Context: an optimization exercise on an open-source flow, tuned for small area and a short achievable clock period. The choices shown serve that exercise and are no tape-out recipe. RTL that was checked went through simulation tests only; none was proved equivalent to the original. Power figures rest on the tool's default switching activity, not on a simulated workload.

## matmul
module matmul(A,B,y,clk);
    input logic [31:0] A;
    input logic [31:0] B;
    output logic [31:0] y;
    input logic clk;
    logic [7:0] y00, y01, y10, y11;
    matmul_dot2 u00 (.a0(A[31:24]), .b0(B[31:24]), .a1(A[23:16]), .b1(B[15:8]), .y(y00));
    matmul_dot2 u01 (.a0(A[31:24]), .b0(B[23:16]), .a1(A[23:16]), .b1(B[7:0]),  .y(y01));
    matmul_dot2 u10 (.a0(A[15:8]),  .b0(B[31:24]), .a1(A[7:0]),   .b1(B[15:8]), .y(y10));
    matmul_dot2 u11 (.a0(A[15:8]),  .b0(B[23:16]), .a1(A[7:0]),   .b1(B[7:0]),  .y(y11));
    always_ff @(posedge clk)
        y <= {y00, y01, y10, y11};
endmodule
Size in the first run: roughly 32 flip-flops, ~97 I/O pins, ~0.0067 mm² of cells after synthesis.
==> flow/config.mk <==
export PLATFORM = sky130hd
export DESIGN_NAME = matmul
export DESIGN_NICKNAME = matmul
export VERILOG_FILES = /design/flow/design.v
export SDC_FILE = /design/flow/constraint.sdc
export NUM_CORES = 4
export LEC_CHECK = 0
export CAP_MARGIN = 20
export CORE_MARGIN = 2
export CORE_UTILIZATION = 40
export SLEW_MARGIN = 20
export SYNTH_HIERARCHICAL = 1
export SYNTH_MINIMUM_KEEP_SIZE = 0
==> flow/constraint.sdc <==
create_clock -name core_clock -period 10.0 [get_ports {clk}]
set_input_delay 2.0000 -clock core_clock [delete_from_list [all_inputs] [get_ports {clk}]]
set_output_delay 2.0000 -clock core_clock [all_outputs]
set_load 0.01 [all_outputs]
standard.sh (not shown) runs the stock make flow with config.mk's settings and CLKGATE_MAP_FILE= SYNTH_SCRIPT=/design/flow/synth_recipe.tcl, a recipe that flattens the netlist after the stock synthesis.
==> flow/flow/run.sh <==
#!/bin/bash
# The standard layout (standard.sh) with two changes to the port buffers:
# buffer_ports uses sky130_fd_sc_hd__buf_4 for them instead of the delay-buffer cell it picks by
# default, and after global placement flow/outbuf.tcl sets the output ports'
# buffers to buf_1 (they only drive the pin load).
set -e
export BUFFER_PORTS_ARGS="-buffer_cell sky130_fd_sc_hd__buf_4"
export POST_GLOBAL_PLACE_TCL="$(pwd)/flow/outbuf.tcl"
bash standard.sh  finish > standard.log 2>&1
==> flow/flow/outbuf.tcl <==
# Output ports only drive their pin load: their port buffers get the smallest
# buffer cell (the input ports keep the cell buffer_ports used).
set outbuf sky130_fd_sc_hd__buf_1
set n 0
foreach port [all_outputs] {
  set net [get_nets [get_full_name $port]]
  foreach pin [get_pins -of_objects $net -filter "direction == output"] {
    set inst [get_cells -of_objects $pin]
    set cell [get_property [get_property $inst liberty_cell] name]
    if {[string match "sky130_fd_sc_hd__buf_*" $cell] && $cell ne $outbuf} {
      replace_cell $inst $outbuf
      incr n
    }
  }
}
puts "outbuf.tcl: $n output port buffers set to $outbuf"
Then changed:
==> flow/flow/run.sh (replaced) <==
#!/bin/bash
# The standard layout (standard.sh), except that buffer_ports uses
# sky130_fd_sc_hd__buf_1 for the port buffers instead of the delay-buffer cell it picks by default.
set -e
export BUFFER_PORTS_ARGS="-buffer_cell sky130_fd_sc_hd__buf_1"
bash standard.sh  finish > standard.log 2>&1
--- a/flow/config.mk
+++ b/flow/config.mk
@@ -10,0 +11 @@
+export SETUP_SLACK_MARGIN = 5
removed: flow/flow/outbuf.tcl
Result:
- The new run finished with timing, DRC and antenna clean
- setup slack degrades by 0.36 ns
- hold slack improves by 0.10 ns
- routed wire length barely changes
- cell area fell by 2.4%
- sequential cell count does not change
- sequential power stays flat
Then changed:
==> flow/flow/run.sh (replaced) <==
#!/bin/bash
# The standard layout (standard.sh), except that buffer_ports uses
# sky130_fd_sc_hd__buf_2 for the port buffers instead of the delay-buffer cell it picks by default.
set -e
export BUFFER_PORTS_ARGS="-buffer_cell sky130_fd_sc_hd__buf_2"
bash standard.sh  finish > standard.log 2>&1
--- a/flow/config.mk
+++ b/flow/config.mk
@@ -11 +10,0 @@
-export SETUP_SLACK_MARGIN = 5
Non-clock buffer count decreases by 1.
Design area is higher by 0.77%.
Global-route usage grows by 0.19 points.
Total power came out higher by about 1.4%.
Setup slack gets better by 0.17 ns.
Sequential power stays flat.
First-iteration DRC count falls by 4.5%.
No run of this note included a check of the RTL's function; only the layout flow was run.

matmul again, from the RTL that the note above started with.
export LEC_CHECK = 0
export CAP_MARGIN = 20
export CORE_MARGIN = 2
export CORE_UTILIZATION = 40
export SLEW_MARGIN = 20
export SYNTH_HIERARCHICAL = 1
export SYNTH_MINIMUM_KEEP_SIZE = 0
create_clock -name core_clock -period 10.0 [get_ports {clk}]
==> flow/flow/run.sh <==
#!/bin/bash
# The standard layout (standard.sh), except that buffer_ports uses
# sky130_fd_sc_hd__buf_1 for the port buffers instead of the delay-buffer cell it picks by default.
set -e
export BUFFER_PORTS_ARGS="-buffer_cell sky130_fd_sc_hd__buf_1"
bash standard.sh SETUP_SLACK_MARGIN=5.4 finish > standard.log 2>&1
Edit:
==> flow/flow/run.sh (replaced) <==
#!/bin/bash
# The standard layout (standard.sh) with two changes to the port buffers:
# buffer_ports uses sky130_fd_sc_hd__buf_2 for them instead of the delay-buffer cell it picks by
# default, and after global placement flow/outbuf.tcl sets the output ports'
# buffers to buf_1 (they only drive the pin load).
set -e
export BUFFER_PORTS_ARGS="-buffer_cell sky130_fd_sc_hd__buf_2"
export POST_GLOBAL_PLACE_TCL="$(pwd)/flow/outbuf.tcl"
bash standard.sh  finish > standard.log 2>&1
==> flow/flow/outbuf.tcl (new file) <==
# Output ports only drive their pin load: their port buffers get the smallest
# buffer cell (the input ports keep the cell buffer_ports used).
set outbuf sky130_fd_sc_hd__buf_1
set n 0
foreach port [all_outputs] {
  set net [get_nets [get_full_name $port]]
  foreach pin [get_pins -of_objects $net -filter "direction == output"] {
    set inst [get_cells -of_objects $pin]
    set cell [get_property [get_property $inst liberty_cell] name]
    if {[string match "sky130_fd_sc_hd__buf_*" $cell] && $cell ne $outbuf} {
      replace_cell $inst $outbuf
      incr n
    }
  }
}
puts "outbuf.tcl: $n output port buffers set to $outbuf"
Cell area came out lower by a few percent.
Power decreases slightly.
Final cell count is lower slightly.
Hold slack gains 120 ps.
Worst setup slack loses 220 ps.
Wire length fell by a few percent.
Function was not checked in any run of this note: the RTL went through the layout flow alone.

Another version of the RTL of matmul (not shown whole).
Size: ~790 cells after synthesis, roughly 97 I/O pins.
export LEC_CHECK = 0
export CAP_MARGIN = 20
export CORE_MARGIN = 2
export CORE_UTILIZATION = 40
export CTS_BUF_LIST = sky130_fd_sc_hd__clkbuf_8
export SLEW_MARGIN = 20
export SYNTH_HIERARCHICAL = 1
export SYNTH_MINIMUM_KEEP_SIZE = 0
create_clock -name core_clock -period 10.0 [get_ports {clk}]
==> flow/flow/run.sh <==
#!/bin/bash
# The standard layout (standard.sh) with two changes:
# - buffer_ports gives every port a sky130_fd_sc_hd__buf_8 buffer instead of the delay-buffer
#   cell it picks by default;
# - after global placement, flow/size2.tcl sets each cell that is not near-critical to the smallest drive strength
#   of its family that keeps the worst setup slack, and
#   gives the output ports buf_1 buffers.
# Each tool's full output is in the ORFS logs under orfs/logs; make's output
# is in standard.log.
set -e
export BUFFER_PORTS_ARGS="-buffer_cell sky130_fd_sc_hd__buf_8"
export POST_GLOBAL_PLACE_TCL="$(pwd)/flow/size2.tcl"
bash standard.sh  finish > standard.log 2>&1
Other scripts of this flow, unchanged in this note and not shown: flow/flow/size2.tcl
The first run produced a clean layout.
Rerun with:
--- a/flow/flow/run.sh
+++ b/flow/flow/run.sh
@@ -3 +3 @@
-# - buffer_ports gives every port a sky130_fd_sc_hd__buf_8 buffer instead of the delay-buffer
+# - buffer_ports gives every port a sky130_fd_sc_hd__buf_6 buffer instead of the delay-buffer
@@ -11 +11 @@
-export BUFFER_PORTS_ARGS="-buffer_cell sky130_fd_sc_hd__buf_8"
+export BUFFER_PORTS_ARGS="-buffer_cell sky130_fd_sc_hd__buf_6"
CORE_UTILIZATION = 33   (was 40)
=> The changed run finished clean. Core utilization shrinks by 7.6 points. Routed wire length rose by a little under a tenth. Power rises by a few percent. Clock-buffer cell count does not change. Final area climbs slightly. Final cell count went up by a few percent.

the baseline:
The RTL this note starts from:
==> flow/design.v <==
module matmul_fa (input logic a, input logic b, input logic c, output logic s, output logic co);
  assign s = a ^ b ^ c;
  assign co = (a & b) | (a & c) | (b & c);
endmodule
module matmul_ha (input logic a, input logic b, output logic s, output logic co);
  assign s = a ^ b;
  assign co = a & b;
endmodule
module matmul_dot2 (input logic [7:0] a0, input logic [7:0] b0,
                    input logic [7:0] a1, input logic [7:0] b1,
                    output logic [7:0] y);
  wire n1 = ~(a0[0] & b0[0]);
  wire n2 = ~(a0[0] & b0[1]);
  wire n3 = ~(a0[0] & b0[2]);
  wire n4 = ~(a0[0] & b0[3]);
  wire n5 = ~(a0[0] & b0[4]);
  wire n6 = ~(a0[0] & b0[5]);
  wire n7 = ~(a0[0] & b0[6]);
  wire n8 = a0[0] & b0[7];
  wire n9 = ~(a0[1] & b0[0]);
  wire n10 = ~(a0[1] & b0[1]);
  wire n11 = ~(a0[1] & b0[2]);
  wire n12 = ~(a0[1] & b0[3]);
  wire n13 = ~(a0[1] & b0[4]);
  wire n14 = ~(a0[1] & b0[5]);
  wire n15 = a0[1] & b0[6];
  wire n16 = ~(a0[2] & b0[0]);
  wire n17 = ~(a0[2] & b0[1]);
  wire n18 = ~(a0[2] & b0[2]);
  wire n19 = ~(a0[2] & b0[3]);
  wire n20 = ~(a0[2] & b0[4]);
  wire n21 = a0[2] & b0[5];
  wire n22 = ~(a0[3] & b0[0]);
  wire n23 = ~(a0[3] & b0[1]);
  wire n24 = ~(a0[3] & b0[2]);
  wire n25 = ~(a0[3] & b0[3]);
  wire n26 = a0[3] & b0[4];
  wire n27 = ~(a0[4] & b0[0]);
  wire n28 = ~(a0[4] & b0[1]);
  wire n29 = ~(a0[4] & b0[2]);
  wire n30 = a0[4] & b0[3];
  wire n31 = ~(a0[5] & b0[0]);
  wire n32 = ~(a0[5] & b0[1]);
  wire n33 = a0[5] & b0[2];
  wire n34 = ~(a0[6] & b0[0]);
  wire n35 = a0[6] & b0[1];
  wire n36 = a0[7] & b0[0];
  wire n37 = ~(a1[0] & b1[0]);
  wire n38 = ~(a1[0] & b1[1]);
  wire n39 = ~(a1[0] & b1[2]);
  wire n40 = ~(a1[0] & b1[3]);
  wire n41 = ~(a1[0] & b1[4]);
  wire n42 = ~(a1[0] & b1[5]);
  wire n43 = ~(a1[0] & b1[6]);
  wire n44 = a1[0] & b1[7];
  wire n45 = ~(a1[1] & b1[0]);
  wire n46 = ~(a1[1] & b1[1]);
  wire n47 = ~(a1[1] & b1[2]);
  wire n48 = ~(a1[1] & b1[3]);
  wire n49 = ~(a1[1] & b1[4]);
  wire n50 = ~(a1[1] & b1[5]);
  wire n51 = a1[1] & b1[6];
  wire n52 = ~(a1[2] & b1[0]);
  wire n53 = ~(a1[2] & b1[1]);
  wire n54 = ~(a1[2] & b1[2]);
  wire n55 = ~(a1[2] & b1[3]);
  wire n56 = ~(a1[2] & b1[4]);
  wire n57 = a1[2] & b1[5];
  wire n58 = ~(a1[3] & b1[0]);
  wire n59 = ~(a1[3] & b1[1]);
  wire n60 = ~(a1[3] & b1[2]);
  wire n61 = ~(a1[3] & b1[3]);
  wire n62 = a1[3] & b1[4];
  wire n63 = ~(a1[4] & b1[0]);
  wire n64 = ~(a1[4] & b1[1]);
  wire n65 = ~(a1[4] & b1[2]);
  wire n66 = a1[4] & b1[3];
  wire n67 = ~(a1[5] & b1[0]);
  wire n68 = ~(a1[5] & b1[1]);
  wire n69 = a1[5] & b1[2];
  wire n70 = ~(a1[6] & b1[0]);
  wire n71 = a1[6] & b1[1];
  wire n72 = a1[7] & b1[0];
  wire n73 = n1 ^ n37;
  wire n74 = n1 | n37;
  wire n75, n76;
  matmul_fa fn75 (.a(n2), .b(n9), .c(n38), .s(n75), .co(n76));
  wire n77, n78;
  matmul_fa fn77 (.a(n45), .b(n74), .c(n75), .s(n77), .co(n78));
  wire n79, n80;
  matmul_fa fn79 (.a(n3), .b(n10), .c(n16), .s(n79), .co(n80));
  wire n81, n82;
  matmul_fa fn81 (.a(n39), .b(n46), .c(n52), .s(n81), .co(n82));
  wire n83, n84;
  matmul_fa fn83 (.a(n76), .b(n79), .c(n81), .s(n83), .co(n84));
  wire n85 = n78 ^ n83;
  wire n86 = n78 | n83;
  wire n87, n88;
  matmul_fa fn87 (.a(n4), .b(n11), .c(n17), .s(n87), .co(n88));
  wire n89, n90;
  matmul_fa fn89 (.a(n22), .b(n40), .c(n47), .s(n89), .co(n90));
  wire n91, n92;
  matmul_fa fn91 (.a(n53), .b(n58), .c(n80), .s(n91), .co(n92));
  wire n93, n94;
  matmul_fa fn93 (.a(n82), .b(n87), .c(n89), .s(n93), .co(n94));
  wire n95, n96;
  matmul_fa fn95 (.a(n84), .b(n91), .c(n93), .s(n95), .co(n96));
  wire n97 = n86 ^ n95;
  wire n98 = n86 | n95;
  wire n99, n100;
  matmul_fa fn99 (.a(n5), .b(n12), .c(n18), .s(n99), .co(n100));
  wire n101, n102;
  matmul_fa fn101 (.a(n23), .b(n27), .c(n41), .s(n101), .co(n102));
  wire n103, n104;
  matmul_fa fn103 (.a(n48), .b(n54), .c(n59), .s(n103), .co(n104));
  wire n105, n106;
  matmul_fa fn105 (.a(n63), .b(n88), .c(n90), .s(n105), .co(n106));
  wire n107, n108;
  matmul_fa fn107 (.a(n99), .b(n101), .c(n103), .s(n107), .co(n108));
  wire n109, n110;
  matmul_fa fn109 (.a(n92), .b(n94), .c(n105), .s(n109), .co(n110));
  wire n111, n112;
  matmul_fa fn111 (.a(n107), .b(n96), .c(n109), .s(n111), .co(n112));
  wire n113 = n98 ^ n111;
  wire n114 = n98 | n111;
  wire n115, n116;
  matmul_fa fn115 (.a(n6), .b(n13), .c(n19), .s(n115), .co(n116));
  wire n117, n118;
  matmul_fa fn117 (.a(n24), .b(n28), .c(n31), .s(n117), .co(n118));
  wire n119, n120;
  matmul_fa fn119 (.a(n42), .b(n49), .c(n55), .s(n119), .co(n120));
  wire n121, n122;
  matmul_fa fn121 (.a(n60), .b(n64), .c(n67), .s(n121), .co(n122));
  wire n123, n124;
  matmul_fa fn123 (.a(n100), .b(n102), .c(n104), .s(n123), .co(n124));
  wire n125, n126;
  matmul_fa fn125 (.a(n115), .b(n117), .c(n119), .s(n125), .co(n126));
  wire n127, n128;
  matmul_fa fn127 (.a(n121), .b(n106), .c(n108), .s(n127), .co(n128));
  wire n129, n130;
  matmul_fa fn129 (.a(n123), .b(n125), .c(n110), .s(n129), .co(n130));
  wire n131, n132;
  matmul_fa fn131 (.a(n127), .b(n112), .c(n129), .s(n131), .co(n132));
  wire n133 = n114 ^ n131;
  wire n134 = n114 | n131;
  wire n135, n136;
  matmul_fa fn135 (.a(n7), .b(n14), .c(n20), .s(n135), .co(n136));
  wire n137, n138;
  matmul_fa fn137 (.a(n25), .b(n29), .c(n32), .s(n137), .co(n138));
  wire n139, n140;
  matmul_fa fn139 (.a(n34), .b(n43), .c(n50), .s(n139), .co(n140));
  wire n141, n142;
  matmul_fa fn141 (.a(n56), .b(n61), .c(n65), .s(n141), .co(n142));
  wire n143, n144;
  matmul_fa fn143 (.a(n68), .b(n70), .c(n116), .s(n143), .co(n144));
  wire n145, n146;
  matmul_fa fn145 (.a(n118), .b(n120), .c(n122), .s(n145), .co(n146));
  wire n147, n148;
  matmul_fa fn147 (.a(n135), .b(n137), .c(n139), .s(n147), .co(n148));
  wire n149, n150;
  matmul_fa fn149 (.a(n141), .b(n124), .c(n126), .s(n149), .co(n150));
  wire n151, n152;
  matmul_fa fn151 (.a(n143), .b(n145), .c(n147), .s(n151), .co(n152));
  wire n153, n154;
  matmul_fa fn153 (.a(n128), .b(n149), .c(n151), .s(n153), .co(n154));
  wire n155, n156;
  matmul_fa fn155 (.a(n130), .b(n153), .c(n132), .s(n155), .co(n156));
  wire n157 = n134 ^ n155;
  wire n158 = n134 | n155;
  wire n159 = n8 ^ n15;
  wire n160 = n21 ^ n26;
  wire n161 = n30 ^ n33;
  wire n162 = n35 ^ n36;
  wire n163 = n44 ^ n51;
  wire n164 = n57 ^ n62;
  wire n165 = n66 ^ n69;
  wire n166 = n71 ^ n72;
  wire n167 = n159 ^ n160;
  wire n168 = n161 ^ n162;
  wire n169 = n163 ^ n164;
  wire n170 = n165 ^ n166;
  wire n171 = n136 ^ n138;
  wire n172 = n140 ^ n142;
  wire n173 = n167 ^ n168;
  wire n174 = n169 ^ n170;
  wire n175 = n171 ^ n172;
  wire n176 = n173 ^ n174;
  wire n177 = n144 ^ n146;
  wire n178 = n148 ^ n175;
  wire n179 = n176 ^ n177;
  wire n180 = n178 ^ n150;
  wire n181 = n179 ^ n152;
  wire n182 = n180 ^ n181;
  wire n183 = n154 ^ n182;
  wire n184 = n183 ^ n156;
  wire n185 = n184 ^ n158;
  assign y = {n185, n157, n133, n113, n97, n85, ~n77, n73};
endmodule
module matmul(A,B,y,clk);
    input logic [31:0] A;
    input logic [31:0] B;
    output logic [31:0] y;
    input logic clk;
    logic [7:0] y00, y01, y10, y11;
    matmul_dot2 u00 (.a0(A[31:24]), .b0(B[31:24]), .a1(A[23:16]), .b1(B[15:8]), .y(y00));
    matmul_dot2 u01 (.a0(A[31:24]), .b0(B[23:16]), .a1(A[23:16]), .b1(B[7:0]),  .y(y01));
    matmul_dot2 u10 (.a0(A[15:8]),  .b0(B[31:24]), .a1(A[7:0]),   .b1(B[15:8]), .y(y10));
    matmul_dot2 u11 (.a0(A[15:8]),  .b0(B[23:16]), .a1(A[7:0]),   .b1(B[7:0]),  .y(y11));
    always_ff @(posedge clk)
        y <= {y00, y01, y10, y11};
endmodule
==> flow/config.mk <==
export PLATFORM = sky130hd
export DESIGN_NAME = matmul
export DESIGN_NICKNAME = matmul
export VERILOG_FILES = /design/flow/design.v
export SDC_FILE = /design/flow/constraint.sdc
export NUM_CORES = 4
export LEC_CHECK = 0
export CAP_MARGIN = 20
export CORE_MARGIN = 2
export CORE_UTILIZATION = 40
export SLEW_MARGIN = 20
export SYNTH_HIERARCHICAL = 1
export SYNTH_MINIMUM_KEEP_SIZE = 0
==> flow/constraint.sdc <==
create_clock -name core_clock -period 10.0 [get_ports {clk}]
set_input_delay 2.0000 -clock core_clock [delete_from_list [all_inputs] [get_ports {clk}]]
set_output_delay 2.0000 -clock core_clock [all_outputs]
set_load 0.01 [all_outputs]
==> flow/flow/run.sh <==
#!/bin/bash
set -e
cp standard.sh standard.sh.txt 2>/dev/null || true
export BUFFER_PORTS_ARGS="-buffer_cell sky130_fd_sc_hd__buf_1"
bash standard.sh > standard.log 2>&1
The baseline: flow completed, timing, DRC and antenna clean
[inputs] the candidate vs the baseline
# the baseline
export LEC_CHECK = 0
export CAP_MARGIN = 20
export CORE_MARGIN = 2
export CORE_UTILIZATION = 40
export SLEW_MARGIN = 20
export SYNTH_HIERARCHICAL = 1
export SYNTH_MINIMUM_KEEP_SIZE = 0
create_clock -name core_clock -period 10.0 [get_ports {clk}]
# the candidate
export LEC_CHECK = 0
export CAP_MARGIN = 20
export CORE_MARGIN = 2
export CORE_UTILIZATION = 70
export PLACE_DENSITY = 0.8
export SETUP_SLACK_MARGIN = 3.5
export SLEW_MARGIN = 20
export SYNTH_HIERARCHICAL = 1
export SYNTH_MINIMUM_KEEP_SIZE = 0
create_clock -name core_clock -period 10.0 [get_ports {clk}]
==> flow/flow/run.sh <==
#!/bin/bash
# The standard layout (standard.sh), except that buffer_ports uses
# sky130_fd_sc_hd__buf_1 for the port buffers instead of the delay-buffer cell it picks by default.
set -e
export BUFFER_PORTS_ARGS="-buffer_cell sky130_fd_sc_hd__buf_1"
bash standard.sh > standard.log 2>&1
[summary]
- Clock power in the candidate is 29% lower than in the baseline
- Summary — worst slew margin relative to its limit, the candidate relative to the baseline: higher, by 17 points.
- [compare] base=the baseline new=the candidate: global-route usage moved up, detailed-placement wirelength estimate -about 7%, design area decreased by 110 sq um relative to the old numbers.
- Area after synthesis: the candidate vs the baseline — no meaningful difference
- The candidate vs. the baseline: total of plain and repair buffers excluding clock buffers went up by 1.
- Critical path depth (higher): the candidate
- Between the baseline and the candidate, the total power figures differ only marginally.
- Count of placed standard cells including taps: the candidate lower than the baseline
No run of this note included a check of the RTL's function; only the layout flow was run.

## port drivers added, routing unchanged
No port has a modelled driver above. Below, the same layouts with a new extraction and two added sets of constraints.
Step 1 (the two cells are an assumption about what drives the block):
set clk [get_ports {clk}]
set_driving_cell -lib_cell sky130_fd_sc_hd__clkbuf_16 $clk
set_driving_cell -lib_cell sky130_fd_sc_hd__buf_2 [delete_from_list [all_inputs] $clk]
Step 2 times the ports against the registers' clock, not the clock port: input delays grow and output delays shrink by t, the midpoint of the rising clock arrivals with the driver on.
Three values: no drivers, after step 1, after step 2; two values: the first two.
run	t (ns)	slack for setup (ns)	worst register clock-pin slew, ns
the first run of note 1	0.310	5.481 / 5.492 / 5.181	0.06 / 0.06
the second run of note 1	0.308	5.125 / 5.127 / 4.818	0.05 / 0.05
the third run of note 1	0.310	5.294 / 5.307 / 4.997	0.05 / 0.05
the first run of note 2	0.331	5.521 / 5.537 / 5.206	0.06 / 0.06
the second run of note 2	0.309	5.301 / 5.318 / 5.009	0.05 / 0.05
the first run of note 3	0.319	5.689 / 5.656 / 5.337	0.07 / 0.07
the second run of note 3	0.347	5.684 / 5.680 / 5.334	0.08 / 0.08
the baseline	0.332	3.286 / 3.292 / 2.960	0.06 / 0.06
the candidate	0.318	3.627 / 3.635 / 3.317	0.09 / 0.09
After both steps every run listed still meets setup and hold. For the first run of note 3, which loses most, drivers alone change the setup slack by -0.033 ns; drivers and shift together by -0.352 ns.
